From an optimization exercise on the open Yosys and OpenROAD flow, aimed at small area, a short achievable clock period and few clock cycles per item; shortcuts taken in it are not production practice.
No functional check of the RTL was part of any run shown here.

## flow/design.v (module list and top-level ports; edited modules follow where they fit)
// module mul_op: 1481 lines
// module mul_benc: 5 lines
// module mul_row: 7 lines
// module mul_fa: 4 lines
// module mul_fx: 6 lines
// module mul_ha: 4 lines
// module mul_xor: 3 lines
// module mul_xnor: 3 lines
// module mul_nand2: 3 lines
// module mul_nor2: 3 lines
// module mul_inv: 3 lines
// module mul_aoi21: 3 lines
// module mul_oai21: 3 lines
module mul_op #(parameter INPUTS = 2,
		parameter OUTPUTS = 1,
		parameter DATA_IN_SIZE = 32,
		parameter DATA_OUT_SIZE = 32)
		(
		input clk,
		input rst,
		input [INPUTS * (DATA_IN_SIZE)- 1 : 0]data_in_bus,
		input [INPUTS - 1 : 0]valid_in_bus,
		output [INPUTS - 1 : 0] ready_in_bus,
		output [OUTPUTS * (DATA_OUT_SIZE) - 1 : 0]data_out_bus,
		output [OUTPUTS - 1 : 0]valid_out_bus,
		input 	[OUTPUTS - 1 : 0] ready_out_bus
);
  // ...
==> flow/flow/run.sh <==
#!/bin/bash
# The standard layout, with resizing free to change a cell's footprint (so the
# port buffers and other cells can be swapped for faster ones) and port
# buffers that are plain buffers rather than delay cells.
set -euo pipefail
bash standard.sh MATCH_CELL_FOOTPRINT=0 BUFFER_PORTS_ARGS="-buffer_cell sky130_fd_sc_hd__buf_2" finish > standard.log 2>&1
==> flow/standard.sh <==
#!/bin/bash
# synth_recipe.tcl (not shown) runs the flow's synth.tcl, then flattens the netlist and writes it again
# the make line also repeats each setting of config.mk as NAME=value (left out here)
make -C /OpenROAD-flow-scripts/flow DESIGN_CONFIG=/design/flow/config.mk WORK_HOME=/design/flow/orfs CLKGATE_MAP_FILE= SYNTH_SCRIPT=/design/flow/synth_recipe.tcl "${@:-finish}"
==> flow/config.mk <==
export PLATFORM = sky130hd
export DESIGN_NAME = mul_op
export DESIGN_NICKNAME = mul_op
export VERILOG_FILES = /design/flow/design.v
export SDC_FILE = /design/flow/constraint.sdc
export NUM_CORES = 4
export LEC_CHECK = 0
export CAP_MARGIN = 20
export CORE_MARGIN = 2
export CORE_UTILIZATION = 40
export SETUP_SLACK_MARGIN = 5
export SLEW_MARGIN = 20
export SYNTH_HIERARCHICAL = 1
==> flow/constraint.sdc <==
create_clock -name core_clock -period 8.0 [get_ports {clk}]
set_input_delay 1.6000 -clock core_clock [delete_from_list [all_inputs] [get_ports {clk}]]
set_output_delay 1.6000 -clock core_clock [all_outputs]
set_load 0.01 [all_outputs]
==> flow_summary.json, run 1 <==
{
  "synth_area_per_cell_sq_um": 11.7,
  "place.port_buffers": 103,
  "ys_ff_latch": 242,
  "die_width_um": 237,
  "grt_pass1_wl_mm": 91.1,
  "drv_cap": 0,
  "multi_input_comb_cells": 1496,
  "r2r_setup_slack_ns": 4.90,
  "top_usage_layer": "met2",
  "seq_cell_count": 242,
  "dp_worst_setup_slack_ns": 3.87,
  "buffers": 377,
  "syn-cell-area_sq_mm": 0.0217,
  "place.gp.congestion": 0.844,
  "setup_violations": 0,
  "yosysWarnings": 7,
  "antenna_cells": 0,
  "min_period_ns": 3.16,
  "cts_resized": 210,
  "path_cells": "buf_6 > mux2_4 > buf_6",
  "dr_wl_met3_mm": 2.64,
  "hold_depth": 0,
  "grt_pass1_vias": 15400,
  "status": "no timing/DRC/antenna violations",
  "buf_share": 0.135,
  "finalClockSkew_ns": 0.0223,
  "hold_start": "rc4[3]",
  "inverters": 12,
  "worst_path_dominant_cell_family": "flip-flops",
  "max_stage_delay_ns": 0.42,
  "drc_errors": 0,
  "synth.distinct_cells": 42,
  "htreeDepth": 1,
  "synthCells": 1849,
  "vias": 15600,
  "routed.top_layer": "met4",
  "io_pins": 104,
  "crit_path_top_delay_cell": "dfrtp_2",
  "synth_top_family_by_area": "XOR/XNOR gates",
  "multi_input_area_share": 0.542
}
==> run 2, diff against run 1 <==
--- a/flow/design.v
+++ b/flow/design.v
@@ -7,51 +7,29 @@
 		input rst,
 		input [INPUTS * (DATA_IN_SIZE)- 1 : 0]data_in_bus,
 		input [INPUTS - 1 : 0]valid_in_bus,
 		output [INPUTS - 1 : 0] ready_in_bus,
 		output [OUTPUTS * (DATA_OUT_SIZE) - 1 : 0]data_out_bus,
 		output [OUTPUTS - 1 : 0]valid_out_bus,
 		input 	[OUTPUTS - 1 : 0] ready_out_bus
 );
-  reg fa, fb;
-  reg [31:0] a_s, b_s;
-  reg sv;             
-  wire ce = ~sv;      
-  wire fire = fa & fb & ce;
-  assign ready_in_bus[0] = ~fa | fire;
-  assign ready_in_bus[1] = ~fb | fire;
-  always @(posedge clk, posedge rst)
-    if (rst) begin fa <= 1'b0; fb <= 1'b0; end
-    else begin
-      if (ready_in_bus[0]) fa <= valid_in_bus[0];
-      if (ready_in_bus[1]) fb <= valid_in_bus[1];
-    end
-  always @(posedge clk) begin
-    if (ready_in_bus[0]) a_s <= data_in_bus[31:0];
-    if (ready_in_bus[1]) b_s <= data_in_bus[63:32];
-  end
   reg [1:0] v;
+  wire ce = ~v[1] | ready_out_bus[0];
+  assign ready_in_bus[0] = valid_in_bus[1] & ce;
+  assign ready_in_bus[1] = valid_in_bus[0] & ce;
+  wire join_valid = valid_in_bus[0] & valid_in_bus[1];
   always @(posedge clk, posedge rst)
     if (rst) v <= 0;
-    else if (ce) v <= {v[0:0], fire};
-  reg [31:0] s_reg, p_reg;
-  always @(posedge clk, posedge rst)
-    if (rst) sv <= 1'b0;
-    else sv <= sv ? ~ready_out_bus[0] : (v[1] & ~ready_out_bus[0]);
-  always @(posedge clk) if (ce) s_reg <= p_reg;
-  assign valid_out_bus[0] = sv | v[1];
-  reg [3:0] svo;
-  genvar gi;
-  generate for (gi = 0; gi < 4; gi = gi + 1) begin : svc
-    always @(posedge clk, posedge rst)
-      if (rst) svo[gi] <= 1'b0;
-      else svo[gi] <= svo[gi] ? ~ready_out_bus[0] : (v[1] & ~ready_out_bus[0]);
-    assign data_out_bus[gi*8 +: 8] = svo[gi] ? s_reg[gi*8 +: 8] : p_reg[gi*8 +: 8];
-  end endgenerate
+    else if (ce) v <= {v[0:0], join_valid};
+  assign valid_out_bus[0] = v[1];
+  reg [31:0] p_reg;
+  assign data_out_bus[31:0] = p_reg;
+  wire [31:0] a_s = data_in_bus[31:0];
+  wire [31:0] b_s = data_in_bus[63:32];
   wire [31:0] pp0;
   wire [2:0] sel0;
   wire [29:0] pp1;
   wire [2:0] sel1;
   wire [27:0] pp2;
   wire [2:0] sel2;
   wire [25:0] pp3;
   wire [2:0] sel3;
==> flow/config.mk (replaced) <==
export PLATFORM = sky130hd
export DESIGN_NAME = mul_op
export DESIGN_NICKNAME = mul_op
export VERILOG_FILES = /design/flow/design.v
export SDC_FILE = /design/flow/constraint.sdc
export NUM_CORES = 4
export LEC_CHECK = 0
export CAP_MARGIN = 20
export CORE_MARGIN = 2
export CORE_UTILIZATION = 40
export SETUP_SLACK_MARGIN = 4.2
export SLEW_MARGIN = 20
export SYNTH_HIERARCHICAL = 1
==> run 2 against run 1 <==
Effect of this change:
- synthesized cell count decreased by 8.2%
- flip-flop and latch count decreased by 103
- setup slack worse by 0.72 ns
- non-clock buffer count down 108
- cell area fell by 21%
==> flow_summary.json, run 2 <==
{
  "path_cells": "buf_4 > nand2b_4 > o22ai_4 > buf_12 > a22oi_2 > xnor2_2 > buf_4 > maj3_2 > xor2_1 > xor2_1 > ha_1 > nor2b_4 > a221oi_2 > nand2_1",
  "crit_path_top_delay_cell": "maj3_2",
  "synthArstFlopShare": 0.0144,
  "synth_area_leaders": "edfxtp_1 23%, xor2_1 19%, xnor2_1 14%, maj3_2 9.4%, a22oi_2 9.0%",
  "cp_num_buf_inv": 3,
  "die_h_um": 218,
  "grt_max_degree": 62,
  "grt_overflow": 0,
  "hp-class": "reg2reg",
  "postRouteAntennaNets": 0,
  "critPathKind": "in2reg",
  "synth_area_per_cell_sq_um": 10.7,
  "max_stage_delay_ns": 0.31,
  "wire_per_inst_um": 21.4,
  "nFillCells": 4033,
  "status": "no timing/DRC/antenna violations",
  "die_area_sq_mm": 0.0473,
  "netlist_top_cells_count": "387 x xor2_1, 285 x xnor2_1, 152 x maj3_2",
  "synthCells": 1697,
  "slew_headroom": 0.443,
  "rsz0062_at_grt": "yes",
  "maxSlewViolCount": 0,
  "vias_per_cell": 5.46,
  "cts_hold_buf": 0,
  "rows": 78,
  "synth-seq-area-share": 0.228,
  "htreeDepth": 4,
  "drt_iter0_drc": 837,
  "cp_max_fo": 6,
  "clock-sinks": 139,
  "place.port_buffers": 103,
  "finalClockSkew_ns": 0.0109,
  "layout_commonest_cell": "xor2_1",
  "seqCellArea_sq_mm": 0.00416,
  "largest_reg_flops": 105,
  "drc_errors": 0,
  "drv_cap": 0,
  "cts.path.max_buffers": 2,
  "hold_viol": 0,
  "synthToLayoutAreaGrowth_pct": 21.7,
  "mostFrequentLayoutCells": "354 x xor2_1, 245 x xnor2_1, 152 x maj3_2",
  "clk_latency_ns": 0.49,
  "vias": 13700,
  "endpoint_kind": "flip-flop",
  "min_period_ns": 3.88,
  "tightest_slew_ns": 0.836,
  "setup_violations": 0,
  "synthFlopType": "edfxtp_1",
  "synth_top_area_frac": 0.226,
  "multi_input_area_sq_mm": 0.0141,
  "tns_ns": 0,
  "worst_path_dominant_cell_family": "adder cells",
  "grt_pass1_wl_mm": 80.3,
  "tritoncts": "done",
  "synth_edf_count": 137,
  "first_pass_iters": 5,
  "syn-cell-area_sq_mm": 0.0182,
  "period_share": 0.485,
  "place.gp.congestion": 0.865,
  "die_width_um": 218,
  "layout-drive-gt1-share": 0.390,
  "arrival_ns": 4.11,
  "wl_mm": 53.5,
  "layout.nets": 2043,
  "io_pins": 104,
  "cts_buffers": 17,
  "grt_pass1_vias": 13300,
  "required_ns": 8.23,
  "antenna_cells": 0,
  "clkTransAtPathRegs_ns": 0.07,
  "yosysWarnings": 7,
  "ys_ff_latch": 139,
  "yosys.area.top_type": "edfxtp_1",
  "antenna_found_initial": 0,
  "synth.distinct_cells": 39,
  "yosysMostFrequentCell": "xor2_1",
  "core_sq_mm": 0.0452,
  "track_usage": 0.225,
  "hpwlAfterDp_mm": 37.0,
  "start_kind": "input pin",
  "cts_root_buffer": "clkbuf_16",
  "fmax_mhz": 258,
  "start_util": 0.404
}
-- run 2: cell types whose count changed in the layout (fill, tap and decap cells not counted), moves of 24 or more --
| cell | delta |
|---|---|
| xor2_2 | -24 |
| xor2_1 | +28 |
| edfxtp_1 | -96 |
| buf_6 | -43 |
| mux2_4 | -27 |
| buf_4 | -59 |
-- run 2: cell families after synthesis --
group	Yosys count	share of synthesized area
xor+xnor	672	0.323
mux	1	0.000549
buf+inv	109	0.0506
compound gates	366	0.188
other cells	1	0.000206
simple gates	174	0.0401
fa+ha+maj	235	0.169
flops	139	0.228
-- run 2: final cells by class --
class,count,share of cell area
clock buffers,17,0.0192
clock inverters,15,0.00733
inverters,10,0.00180
multi-input cells,1454,0.636
flip-flops and latches,139,0.188
well taps,600,0.0338
repair buffers,269,0.114
-- run 2: Yosys stat by module, one instance, submodules excluded, a selection --
module     copies in the design  cells
mul_op                        1    185
mul_benc                     16      5
mul_fa                       45      1
mul_ha                       30      1
mul_fx                      152      1
mul_aoi21                    36      1
mul_xnor                     11      1
mul_xor                     369      1
mul_oai21                    48      1
mul_inv                       7      1
mul_nand2                    49      1
mul_nor2                     58      1
-- run 2: stage by stage --
| stage | worst slack (ns) | hold slack (ns) | instance area (sq um) | util | std cells |
|---|---|---|---|---|---|
| after floorplan | 3.48 | 0.400 | 18400 | - | 1699 |
| after global placement | 2.40 | 0.404 | 19000 | 0.421 | 2329 |
| after detailed placement | 2.32 | 0.406 | 19000 | 0.421 | 2329 |
| after CTS | 4.11 | 0.423 | 20800 | 0.461 | 2423 |
| after global routing | 4.07 | 0.428 | 22200 | 0.491 | 2504 |
| final | 4.12 | 0.428 | 22200 | 0.491 | 2504 |
-- run 2: worst paths after layout --
path                                      start   endpoint  slack (ns)  cells past startpoint
worst max-delay path            data_in_bus[34]     rc4[7]        4.12                     14
worst min-delay path                     rc4[2]   p_reg[2]        0.43                      0
worst max register to register          rc4[10]  p_reg[30]        4.75                      9
worst min register to register           rc4[2]   p_reg[2]        0.43                      0
max in group asynchronous                   rst       v[0]        6.94                      2
min in group asynchronous                   rst       v[1]        0.95                      2
-- run 2: per-layer routing --
metal / share of wire / global-route usage / up-vias
li1: - / - / 6403
met1: 0.45 / 0.306 / 6796
met2: 0.47 / 0.360 / 409
met3: 0.059 / 0.0428 / 74
met4: 0.025 / 0.0728 / 0
met5: 0 / 0 / -
-- run 2: timing repair --
item                       4_1_cts  5_1_grt
pin swaps                       33       64
resized for setup              131      122
cloned                           9        7
setup buffers                   53       74
setup endpoints to repair       98       42

static timing again, ports no longer ideal:
No port has a modelled driver above. Below, the same layouts with a new extraction and two added sets of constraints. Step 1 sets driving cells, clkbuf_16 on the clock port and buf_2 on the other inputs (assumed; they add their load-dependent delay and slew). Step 2 times the ports against the registers' clock, not the clock port: input delays grow and output delays shrink by t, the midpoint of the rising clock arrivals with the driver on. Slacks: ideal ports / drivers / drivers and shift; pairs: ideal ports / drivers.
run	t (ns)	setup slack, ns	hold WS [ns]	worst slew at a driven data input, ns	cell pins on the clock port's net
run 1	0.621	4.845 / 4.785 / 4.904	0.417 / 0.417 / 0.417	0.05	1
run 2	0.537	4.123 / 4.088 / 3.551	0.428 / 0.428 / 0.428	0.18	1
After both steps every run listed still meets setup and hold. For run 2, which loses most, drivers alone change the setup slack by -0.035 ns; drivers and shift together by -0.572 ns.
